This is an optimization exercise on Yosys and OpenROAD, whose aim is small area and a short achievable clock period, not a production implementation.
RTL that was checked went through simulation tests only; none was proved equivalent to the original.
No activity file was given, so power comes from the tool's default toggle rates.

==> inputs of 07-24 <==
==> flow/design.v <==
`default_nettype none
module free_list #(
    parameter LEN = 32 + 16,
    parameter LBITS = $clog2(LEN)
) (
    input wire i_clk,
    input wire i_rst_n,
    input wire [LBITS - 1:0] i_ret_p0,
    input wire [LBITS - 1:0] i_ret_p1,
    input wire [LBITS - 1:0] i_ret_p2,
    input wire [LBITS - 1:0] i_ret_p3,
    input wire [2:0] i_ret_count,
    input wire [2:0] i_req_count,
    output reg [LBITS - 1:0] o_req0,
    output reg [LBITS - 1:0] o_req1,
    output reg [LBITS - 1:0] o_req2,
    output reg [LBITS - 1:0] o_req3,
    output reg [2:0] o_req_count,
    output reg [LBITS - 1:0] o_avail_count
);
    localparam NN = 12;    
    reg [47:0] free;
    function automatic [1:0] sadd(input [1:0] x, input [1:0] y);
        sadd = {x[1] | y[1] | (x[0] & y[0]), x[0] | y[0]};
    endfunction
    wire [1:0] ncnt [0:NN - 1];
    wire [1:0] lo0 [0:NN - 1];
    wire [1:0] lo1 [0:NN - 1];
    wire [1:0] hi0 [0:NN - 1];
    wire [1:0] hi1 [0:NN - 1];
    genvar j;
    generate
        for (j = 0; j < NN; j = j + 1) begin : g_nib
            wire a = free[4 * j], b = free[4 * j + 1], c = free[4 * j + 2], d = free[4 * j + 3];
            assign ncnt[j] = {(a & b) | (a & c) | (a & d) | (b & c) | (b & d) | (c & d), a | b | c | d};
            assign lo0[j] = a ? 2'd0 : b ? 2'd1 : c ? 2'd2 : 2'd3;
            assign lo1[j] = (a & b) ? 2'd1 : ((a | b) & c) ? 2'd2 : 2'd3;
            assign hi0[j] = d ? 2'd3 : c ? 2'd2 : b ? 2'd1 : 2'd0;
            assign hi1[j] = (d & c) ? 2'd2 : ((d | c) & b) ? 2'd1 : 2'd0;
        end
    endgenerate
    wire [1:0] sl [0:NN - 1];
    wire [1:0] sh [0:NN - 1];
    wire [1:0] xl [0:NN - 1];    
    wire [1:0] xh [0:NN - 1];    
    generate
        for (j = 0; j < NN; j = j + 1) begin : g_x
            if (j % 4 == 0) begin : g_f
                assign xl[j] = ncnt[j];
            end else begin : g_n
                assign xl[j] = sadd(xl[j - 1], ncnt[j]);
            end
            if (j % 4 == 3) begin : g_hf
                assign xh[j] = ncnt[j];
            end else begin : g_hn
                assign xh[j] = sadd(xh[j + 1], ncnt[j]);
            end
        end
    endgenerate
    wire [1:0] gl1 = xl[3], gl2 = sadd(xl[3], xl[7]);       
    wire [1:0] gh1 = xh[8], gh0 = sadd(xh[8], xh[4]);       
    generate
        for (j = 0; j < NN; j = j + 1) begin : g_s
            if (j < 4) begin : g_0
                assign sl[j] = xl[j];
                assign sh[j] = sadd(gh0, xh[j]);
            end else if (j < 8) begin : g_1
                assign sl[j] = sadd(gl1, xl[j]);
                assign sh[j] = sadd(gh1, xh[j]);
            end else begin : g_2
                assign sl[j] = sadd(gl2, xl[j]);
                assign sh[j] = xh[j];
            end
        end
    endgenerate
    wire [4:0] q = {i_req_count[2], i_req_count[2] | (i_req_count[1] & i_req_count[0]),
                    i_req_count[2] | i_req_count[1], i_req_count != 3'd0, 1'b1};
    wire nl1 = q[1], nl2 = q[3], nh1 = q[2], nh2 = q[4];
    wire [LBITS - 1:0] tl0 [0:NN - 1];
    wire [LBITS - 1:0] tl1 [0:NN - 1];
    wire [LBITS - 1:0] th0 [0:NN - 1];
    wire [LBITS - 1:0] th1 [0:NN - 1];
    wire [47:0] keep;
    generate
        for (j = 0; j < NN; j = j + 1) begin : g_sel
            wire [1:0] pl = (j == 0) ? 2'b00 : sl[j - 1];
            wire [1:0] ph = (j == NN - 1) ? 2'b00 : sh[j + 1];
            wire l0 = ~pl[0], l1 = pl[0] & ~pl[1];    
            wire h0 = ~ph[0], h1 = ph[0] & ~ph[1];
            wire [3:0] nib = j;
            wire sl0 = l0 & ncnt[j][0];
            wire sl1 = (l0 & ncnt[j][1]) | (l1 & ncnt[j][0]);
            wire sh0 = h0 & ncnt[j][0];
            wire sh1 = (h0 & ncnt[j][1]) | (h1 & ncnt[j][0]);
            assign tl0[j] = {LBITS{sl0}} & {nib, lo0[j]};
            assign tl1[j] = {LBITS{sl1}} & {nib, l0 ? lo1[j] : lo0[j]};
            assign th0[j] = {LBITS{sh0}} & {nib, hi0[j]};
            assign th1[j] = {LBITS{sh1}} & {nib, h0 ? hi1[j] : hi0[j]};
            wire a = free[4 * j], b = free[4 * j + 1], c = free[4 * j + 2], d = free[4 * j + 3];
            wire [1:0] rl [0:3];
            wire [1:0] rh [0:3];
            assign rl[0] = pl;
            assign rl[1] = sadd(pl, {1'b0, a});
            assign rl[2] = sadd(pl, {a & b, a | b});
            assign rl[3] = sadd(pl, {(a & b) | (a & c) | (b & c), a | b | c});
            assign rh[3] = ph;
            assign rh[2] = sadd(ph, {1'b0, d});
            assign rh[1] = sadd(ph, {d & c, d | c});
            assign rh[0] = sadd(ph, {(d & c) | (d & b) | (c & b), d | c | b});
            genvar l;
            for (l = 0; l < 4; l = l + 1) begin : g_b
                assign keep[4 * j + l] = free[4 * j + l] &
                                         (~nl1 | rl[l][1] | (rl[l][0] & ~nl2)) &
                                         (~nh1 | rh[l][1] | (rh[l][0] & ~nh2));
            end
        end
    endgenerate
    reg [LBITS - 1:0] cl0, cl1, ch0, ch1;
    integer jj;
    always @(*) begin
        cl0 = 0; cl1 = 0; ch0 = 0; ch1 = 0;
        for (jj = 0; jj < NN; jj = jj + 1) begin
            cl0 = cl0 | tl0[jj];
            cl1 = cl1 | tl1[jj];
            ch0 = ch0 | th0[jj];
            ch1 = ch1 | th1[jj];
        end
    end
    wire [3:0] rv = {i_ret_count[2], i_ret_count[2] | (i_ret_count[1] & i_ret_count[0]),
                     i_ret_count[2] | i_ret_count[1], i_ret_count != 3'd0};
    wire [LBITS - 1:0] rp [0:3];
    assign rp[0] = i_ret_p0;
    assign rp[1] = i_ret_p1;
    assign rp[2] = i_ret_p2;
    assign rp[3] = i_ret_p3;
    wire [5:0] rh [0:3];
    wire [7:0] rl [0:3];
    genvar k, i;
    generate
        for (k = 0; k < 4; k = k + 1) begin : g_pre
            for (i = 0; i < 6; i = i + 1) begin : g_h
                assign rh[k][i] = rv[k] & (rp[k][5:3] == i);
            end
            for (i = 0; i < 8; i = i + 1) begin : g_l
                assign rl[k][i] = rp[k][2:0] == i;
            end
        end
    endgenerate
    wire [47:0] ret;
    generate
        for (i = 0; i < 48; i = i + 1) begin : g_ret
            assign ret[i] = (rh[0][i / 8] & rl[0][i % 8]) | (rh[1][i / 8] & rl[1][i % 8]) |
                            (rh[2][i / 8] & rl[2][i % 8]) | (rh[3][i / 8] & rl[3][i % 8]);
        end
    endgenerate
    wire [4:0] rc1h = {i_ret_count == 3'd4, i_ret_count == 3'd3, i_ret_count == 3'd2,
                       i_ret_count == 3'd1, i_ret_count == 3'd0};
    wire [4:0] qc1h = {i_req_count == 3'd4, i_req_count == 3'd3, i_req_count == 3'd2,
                       i_req_count == 3'd1, i_req_count == 3'd0};
    reg [8:0] dsel;    
    reg [1:0] lo_n;
    reg cup, cdn;
    wire [1:0] alo = o_avail_count[1:0];
    wire [3:0] ahi = o_avail_count[5:2];
    integer ri, qi, m, t;
    always @(*) begin
        dsel = 9'b0;
        for (ri = 0; ri < 5; ri = ri + 1)
            for (qi = 0; qi < 5; qi = qi + 1)
                dsel[ri - qi + 4] = dsel[ri - qi + 4] | (rc1h[ri] & qc1h[qi]);
        lo_n = 2'b0;
        cup = 1'b0;
        cdn = 1'b0;
        for (m = -4; m <= 4; m = m + 1) begin
            lo_n = lo_n | ({2{dsel[m + 4]}} & (alo + m[1:0]));
            t = alo + m;
            cup = cup | (dsel[m + 4] & (t >= 4));
            cdn = cdn | (dsel[m + 4] & (t < 0));
        end
    end
    wire [3:0] ahi_p = ahi + 4'd1;
    wire [3:0] ahi_m = ahi - 4'd1;
    wire [3:0] hi_n = ({4{cup}} & ahi_p) | ({4{cdn}} & ahi_m) | ({4{~cup & ~cdn}} & ahi);
    wire [LBITS - 1:0] avail_n = {hi_n, lo_n};
    always @(posedge i_clk, negedge i_rst_n) begin
        if (!i_rst_n) begin
            free <= {48{1'b1}};
            o_avail_count <= LEN;
            o_req_count <= 3'd0;
        end else begin
            free <= keep | ret;
            o_avail_count <= avail_n;
            o_req_count <= i_req_count;
        end
    end
    always @(posedge i_clk) begin
        o_req0 <= cl0;
        o_req1 <= ch0;
        o_req2 <= cl1;
        o_req3 <= ch1;
    end
endmodule
==> flow/flow/run.sh <==
#!/bin/bash
# The standard layout, with the port buffers made of plain buffers
# (sky130_fd_sc_hd__buf_1) instead of the default delay buffers; the resizer
# may still resize them. Each tool's log is kept under orfs/logs; the make
# output goes to standard.log.
set -euo pipefail
export BUFFER_PORTS_ARGS="-buffer_cell sky130_fd_sc_hd__buf_1"
bash standard.sh finish > standard.log 2>&1
==> flow/standard.sh <==
#!/bin/bash
# synth_recipe.tcl (not shown) runs the flow's synth.tcl, then flattens the netlist and writes it again
# the make line also repeats each setting of config.mk as NAME=value (left out here)
make -C /OpenROAD-flow-scripts/flow DESIGN_CONFIG=/design/flow/config.mk WORK_HOME=/design/flow/orfs CLKGATE_MAP_FILE= SYNTH_SCRIPT=/design/flow/synth_recipe.tcl "${@:-finish}"
==> flow/config.mk <==
export PLATFORM = sky130hd
export DESIGN_NAME = free_list
export DESIGN_NICKNAME = free_list
export VERILOG_FILES = /design/flow/design.v
export SDC_FILE = /design/flow/constraint.sdc
export NUM_CORES = 4
export LEC_CHECK = 0
export ABC_AREA = 1
export CAP_MARGIN = 20
export CORE_MARGIN = 2
export CORE_UTILIZATION = 40
export SETUP_SLACK_MARGIN = 4.2
export SLEW_MARGIN = 20
export TNS_END_PERCENT = 5
==> flow/constraint.sdc <==
create_clock -name core_clock -period 7.0 [get_ports {i_clk}]
set_input_delay 1.4000 -clock core_clock [delete_from_list [all_inputs] [get_ports {i_clk}]]
set_output_delay 1.4000 -clock core_clock [all_outputs]
set_load 0.01 [all_outputs]
==> 12-07 (differences from 07-24) <==
--- a/flow/design.v
+++ b/flow/design.v
@@ -39,37 +39,26 @@
             assign hi1[j] = (d & c) ? 2'd2 : ((d | c) & b) ? 2'd1 : 2'd0;
         end
     endgenerate
-    wire [1:0] sl [0:NN - 1];
-    wire [1:0] sh [0:NN - 1];
-    wire [1:0] xl [0:NN - 1];    
-    wire [1:0] xh [0:NN - 1];    
+    wire [1:0] sl [0:4][0:NN - 1];    
+    wire [1:0] sh [0:4][0:NN - 1];    
+    genvar lv;
     generate
-        for (j = 0; j < NN; j = j + 1) begin : g_x
-            if (j % 4 == 0) begin : g_f
-                assign xl[j] = ncnt[j];
-            end else begin : g_n
-                assign xl[j] = sadd(xl[j - 1], ncnt[j]);
-            end
-            if (j % 4 == 3) begin : g_hf
-                assign xh[j] = ncnt[j];
-            end else begin : g_hn
-                assign xh[j] = sadd(xh[j + 1], ncnt[j]);
-            end
+        for (j = 0; j < NN; j = j + 1) begin : g_p0
+            assign sl[0][j] = ncnt[j];
+            assign sh[0][j] = ncnt[j];
         end
-    endgenerate
-    wire [1:0] gl1 = xl[3], gl2 = sadd(xl[3], xl[7]);       
-    wire [1:0] gh1 = xh[8], gh0 = sadd(xh[8], xh[4]);       
-    generate
-        for (j = 0; j < NN; j = j + 1) begin : g_s
-            if (j < 4) begin : g_0
-                assign sl[j] = xl[j];
-                assign sh[j] = sadd(gh0, xh[j]);
-            end else if (j < 8) begin : g_1
-                assign sl[j] = sadd(gl1, xl[j]);
-                assign sh[j] = sadd(gh1, xh[j]);
-            end else begin : g_2
-                assign sl[j] = sadd(gl2, xl[j]);
-                assign sh[j] = xh[j];
+        for (lv = 0; lv < 4; lv = lv + 1) begin : g_lv
+            for (j = 0; j < NN; j = j + 1) begin : g_j
+                if (j >= (1 << lv)) begin : g_l
+                    assign sl[lv + 1][j] = sadd(sl[lv][j - (1 << lv)], sl[lv][j]);
+                end else begin : g_lc
+                    assign sl[lv + 1][j] = sl[lv][j];
+                end
+                if (j + (1 << lv) < NN) begin : g_h
+                    assign sh[lv + 1][j] = sadd(sh[lv][j], sh[lv][j + (1 << lv)]);
+                end else begin : g_hc
+                    assign sh[lv + 1][j] = sh[lv][j];
+                end
             end
         end
     endgenerate
@@ -83,8 +72,8 @@
     wire [47:0] keep;
     generate
         for (j = 0; j < NN; j = j + 1) begin : g_sel
-            wire [1:0] pl = (j == 0) ? 2'b00 : sl[j - 1];
-            wire [1:0] ph = (j == NN - 1) ? 2'b00 : sh[j + 1];
+            wire [1:0] pl = (j == 0) ? 2'b00 : sl[4][j - 1];
+            wire [1:0] ph = (j == NN - 1) ? 2'b00 : sh[4][j + 1];
             wire l0 = ~pl[0], l1 = pl[0] & ~pl[1];    
             wire h0 = ~ph[0], h1 = ph[0] & ~ph[1];
             wire [3:0] nib = j;
@@ -158,30 +147,17 @@
     wire [4:0] qc1h = {i_req_count == 3'd4, i_req_count == 3'd3, i_req_count == 3'd2,
                        i_req_count == 3'd1, i_req_count == 3'd0};
     reg [8:0] dsel;    
-    reg [1:0] lo_n;
-    reg cup, cdn;
-    wire [1:0] alo = o_avail_count[1:0];
-    wire [3:0] ahi = o_avail_count[5:2];
-    integer ri, qi, m, t;
+    reg [LBITS - 1:0] avail_n;
+    integer ri, qi, m;
     always @(*) begin
         dsel = 9'b0;
         for (ri = 0; ri < 5; ri = ri + 1)
             for (qi = 0; qi < 5; qi = qi + 1)
                 dsel[ri - qi + 4] = dsel[ri - qi + 4] | (rc1h[ri] & qc1h[qi]);
-        lo_n = 2'b0;
-        cup = 1'b0;
-        cdn = 1'b0;
-        for (m = -4; m <= 4; m = m + 1) begin
-            lo_n = lo_n | ({2{dsel[m + 4]}} & (alo + m[1:0]));
-            t = alo + m;
-            cup = cup | (dsel[m + 4] & (t >= 4));
-            cdn = cdn | (dsel[m + 4] & (t < 0));
-        end
+        avail_n = {LBITS{1'b0}};
+        for (m = 0; m < 9; m = m + 1)
+            avail_n = avail_n | ({LBITS{dsel[m]}} & (o_avail_count + m - 4));
     end
-    wire [3:0] ahi_p = ahi + 4'd1;
-    wire [3:0] ahi_m = ahi - 4'd1;
-    wire [3:0] hi_n = ({4{cup}} & ahi_p) | ({4{cdn}} & ahi_m) | ({4{~cup & ~cdn}} & ahi);
-    wire [LBITS - 1:0] avail_n = {hi_n, lo_n};
     always @(posedge i_clk, negedge i_rst_n) begin
         if (!i_rst_n) begin
             free <= {48{1'b1}};
==> flow/run.sh (new file) <==
#!/bin/bash
# synth_recipe.tcl (not shown) runs the flow's synth.tcl, then flattens the netlist and writes it again
# the make line also repeats each setting of config.mk as NAME=value (left out here)
make -C /OpenROAD-flow-scripts/flow DESIGN_CONFIG=/design/flow/config.mk WORK_HOME=/design/flow/orfs CLKGATE_MAP_FILE= SYNTH_SCRIPT=/design/flow/synth_recipe.tcl finish
- CORE_UTILIZATION: 40 -> 52
- SETUP_SLACK_MARGIN: 4.2 -> 4.5
removed: flow/flow/run.sh
removed: flow/standard.sh
==> 09-04 (differences from 07-24) <==
--- a/flow/design.v
+++ b/flow/design.v
@@ -39,37 +39,26 @@
             assign hi1[j] = (d & c) ? 2'd2 : ((d | c) & b) ? 2'd1 : 2'd0;
         end
     endgenerate
-    wire [1:0] sl [0:NN - 1];
-    wire [1:0] sh [0:NN - 1];
-    wire [1:0] xl [0:NN - 1];    
-    wire [1:0] xh [0:NN - 1];    
+    wire [1:0] sl [0:4][0:NN - 1];    
+    wire [1:0] sh [0:4][0:NN - 1];    
+    genvar lv;
     generate
-        for (j = 0; j < NN; j = j + 1) begin : g_x
-            if (j % 4 == 0) begin : g_f
-                assign xl[j] = ncnt[j];
-            end else begin : g_n
-                assign xl[j] = sadd(xl[j - 1], ncnt[j]);
-            end
-            if (j % 4 == 3) begin : g_hf
-                assign xh[j] = ncnt[j];
-            end else begin : g_hn
-                assign xh[j] = sadd(xh[j + 1], ncnt[j]);
-            end
+        for (j = 0; j < NN; j = j + 1) begin : g_p0
+            assign sl[0][j] = ncnt[j];
+            assign sh[0][j] = ncnt[j];
         end
-    endgenerate
-    wire [1:0] gl1 = xl[3], gl2 = sadd(xl[3], xl[7]);       
-    wire [1:0] gh1 = xh[8], gh0 = sadd(xh[8], xh[4]);       
-    generate
-        for (j = 0; j < NN; j = j + 1) begin : g_s
-            if (j < 4) begin : g_0
-                assign sl[j] = xl[j];
-                assign sh[j] = sadd(gh0, xh[j]);
-            end else if (j < 8) begin : g_1
-                assign sl[j] = sadd(gl1, xl[j]);
-                assign sh[j] = sadd(gh1, xh[j]);
-            end else begin : g_2
-                assign sl[j] = sadd(gl2, xl[j]);
-                assign sh[j] = xh[j];
+        for (lv = 0; lv < 4; lv = lv + 1) begin : g_lv
+            for (j = 0; j < NN; j = j + 1) begin : g_j
+                if (j >= (1 << lv)) begin : g_l
+                    assign sl[lv + 1][j] = sadd(sl[lv][j - (1 << lv)], sl[lv][j]);
+                end else begin : g_lc
+                    assign sl[lv + 1][j] = sl[lv][j];
+                end
+                if (j + (1 << lv) < NN) begin : g_h
+                    assign sh[lv + 1][j] = sadd(sh[lv][j], sh[lv][j + (1 << lv)]);
+                end else begin : g_hc
+                    assign sh[lv + 1][j] = sh[lv][j];
+                end
             end
         end
     endgenerate
@@ -83,8 +72,8 @@
     wire [47:0] keep;
     generate
         for (j = 0; j < NN; j = j + 1) begin : g_sel
-            wire [1:0] pl = (j == 0) ? 2'b00 : sl[j - 1];
-            wire [1:0] ph = (j == NN - 1) ? 2'b00 : sh[j + 1];
+            wire [1:0] pl = (j == 0) ? 2'b00 : sl[4][j - 1];
+            wire [1:0] ph = (j == NN - 1) ? 2'b00 : sh[4][j + 1];
             wire l0 = ~pl[0], l1 = pl[0] & ~pl[1];    
             wire h0 = ~ph[0], h1 = ph[0] & ~ph[1];
             wire [3:0] nib = j;
@@ -158,30 +147,17 @@
     wire [4:0] qc1h = {i_req_count == 3'd4, i_req_count == 3'd3, i_req_count == 3'd2,
                        i_req_count == 3'd1, i_req_count == 3'd0};
     reg [8:0] dsel;    
-    reg [1:0] lo_n;
-    reg cup, cdn;
-    wire [1:0] alo = o_avail_count[1:0];
-    wire [3:0] ahi = o_avail_count[5:2];
-    integer ri, qi, m, t;
+    reg [LBITS - 1:0] avail_n;
+    integer ri, qi, m;
     always @(*) begin
         dsel = 9'b0;
         for (ri = 0; ri < 5; ri = ri + 1)
             for (qi = 0; qi < 5; qi = qi + 1)
                 dsel[ri - qi + 4] = dsel[ri - qi + 4] | (rc1h[ri] & qc1h[qi]);
-        lo_n = 2'b0;
-        cup = 1'b0;
-        cdn = 1'b0;
-        for (m = -4; m <= 4; m = m + 1) begin
-            lo_n = lo_n | ({2{dsel[m + 4]}} & (alo + m[1:0]));
-            t = alo + m;
-            cup = cup | (dsel[m + 4] & (t >= 4));
-            cdn = cdn | (dsel[m + 4] & (t < 0));
-        end
+        avail_n = {LBITS{1'b0}};
+        for (m = 0; m < 9; m = m + 1)
+            avail_n = avail_n | ({LBITS{dsel[m]}} & (o_avail_count + m - 4));
     end
-    wire [3:0] ahi_p = ahi + 4'd1;
-    wire [3:0] ahi_m = ahi - 4'd1;
-    wire [3:0] hi_n = ({4{cup}} & ahi_p) | ({4{cdn}} & ahi_m) | ({4{~cup & ~cdn}} & ahi);
-    wire [LBITS - 1:0] avail_n = {hi_n, lo_n};
     always @(posedge i_clk, negedge i_rst_n) begin
         if (!i_rst_n) begin
             free <= {48{1'b1}};
==> flow/run.sh (new file) <==
#!/bin/bash
# synth_recipe.tcl (not shown) runs the flow's synth.tcl, then flattens the netlist and writes it again
# the make line also repeats each setting of config.mk as NAME=value (left out here)
make -C /OpenROAD-flow-scripts/flow DESIGN_CONFIG=/design/flow/config.mk WORK_HOME=/design/flow/orfs CLKGATE_MAP_FILE= SYNTH_SCRIPT=/design/flow/synth_recipe.tcl finish
- CORE_UTILIZATION: 40 -> 65
- SETUP_SLACK_MARGIN: 4.2 -> 4.5
- TNS_END_PERCENT: 5 -> default
removed: flow/flow/run.sh
removed: flow/standard.sh
==> notes <==
Of 09-04 and 07-24, 09-04 has the higher synthesized cell count (gap about 11%, measured against 07-24). Between 07-24 and 12-07, the lower critical path depth is in 12-07 (gap 3). Of 07-24 and 12-07, 12-07 has the higher first-iteration DRC count (gap 15%, measured against 12-07). Combinational power: 07-24 is smaller than 12-07 (25%). Of 07-24 and 12-07, 12-07 has the higher power (gap about 18%, measured against 12-07). Against 07-24, the utilization of 12-07 is higher by 21 points. Via count: 07-24 is lower than 12-07 (about 14%). 12-07 produced a clean layout. 07-24 completed with no timing, DRC or antenna violations. 09-04 stopped in global routing (5_1_grt). Sequential share of layout area: 07-24 is higher than 12-07 (3.4 points). Sequential power is about the same in 07-24 and 12-07. Against 12-07, the setup slack of 07-24 is worse by 80 ps.
For 12-07 and 09-04, only the layout was checked, not whether the RTL still works.

==> afterwards: timing with drivers on the ports <==
The results above use ideal ports. As a check the final layouts listed here were re-extracted and re-timed, cells and wires unchanged.
Step 1 assumes that a clkbuf_16 drives the clock port and a buf_2 every other input.
Step 2 adds t to the input delays and takes it off the output delays; t is the mean of the earliest and latest rising clock arrival at the registers after step 1. Input paths then give back, and output paths get back, about the clock's delay inside the block.
Slacks: ideal / step 1 / step 2; pairs: ideal / step 1.
run | t (ns) | setup WS [ns] | worst slew at a driven data input, ns
07-24 | 0.406 | 4.068 / 4.092 / 3.685 | 0.03
12-07 | 0.402 | 4.148 / 4.176 / 3.773 | 0.06
After both steps every run listed still meets setup and hold. For 07-24, which loses most, drivers alone change the setup slack by +0.024 ns; drivers and shift together by -0.383 ns.
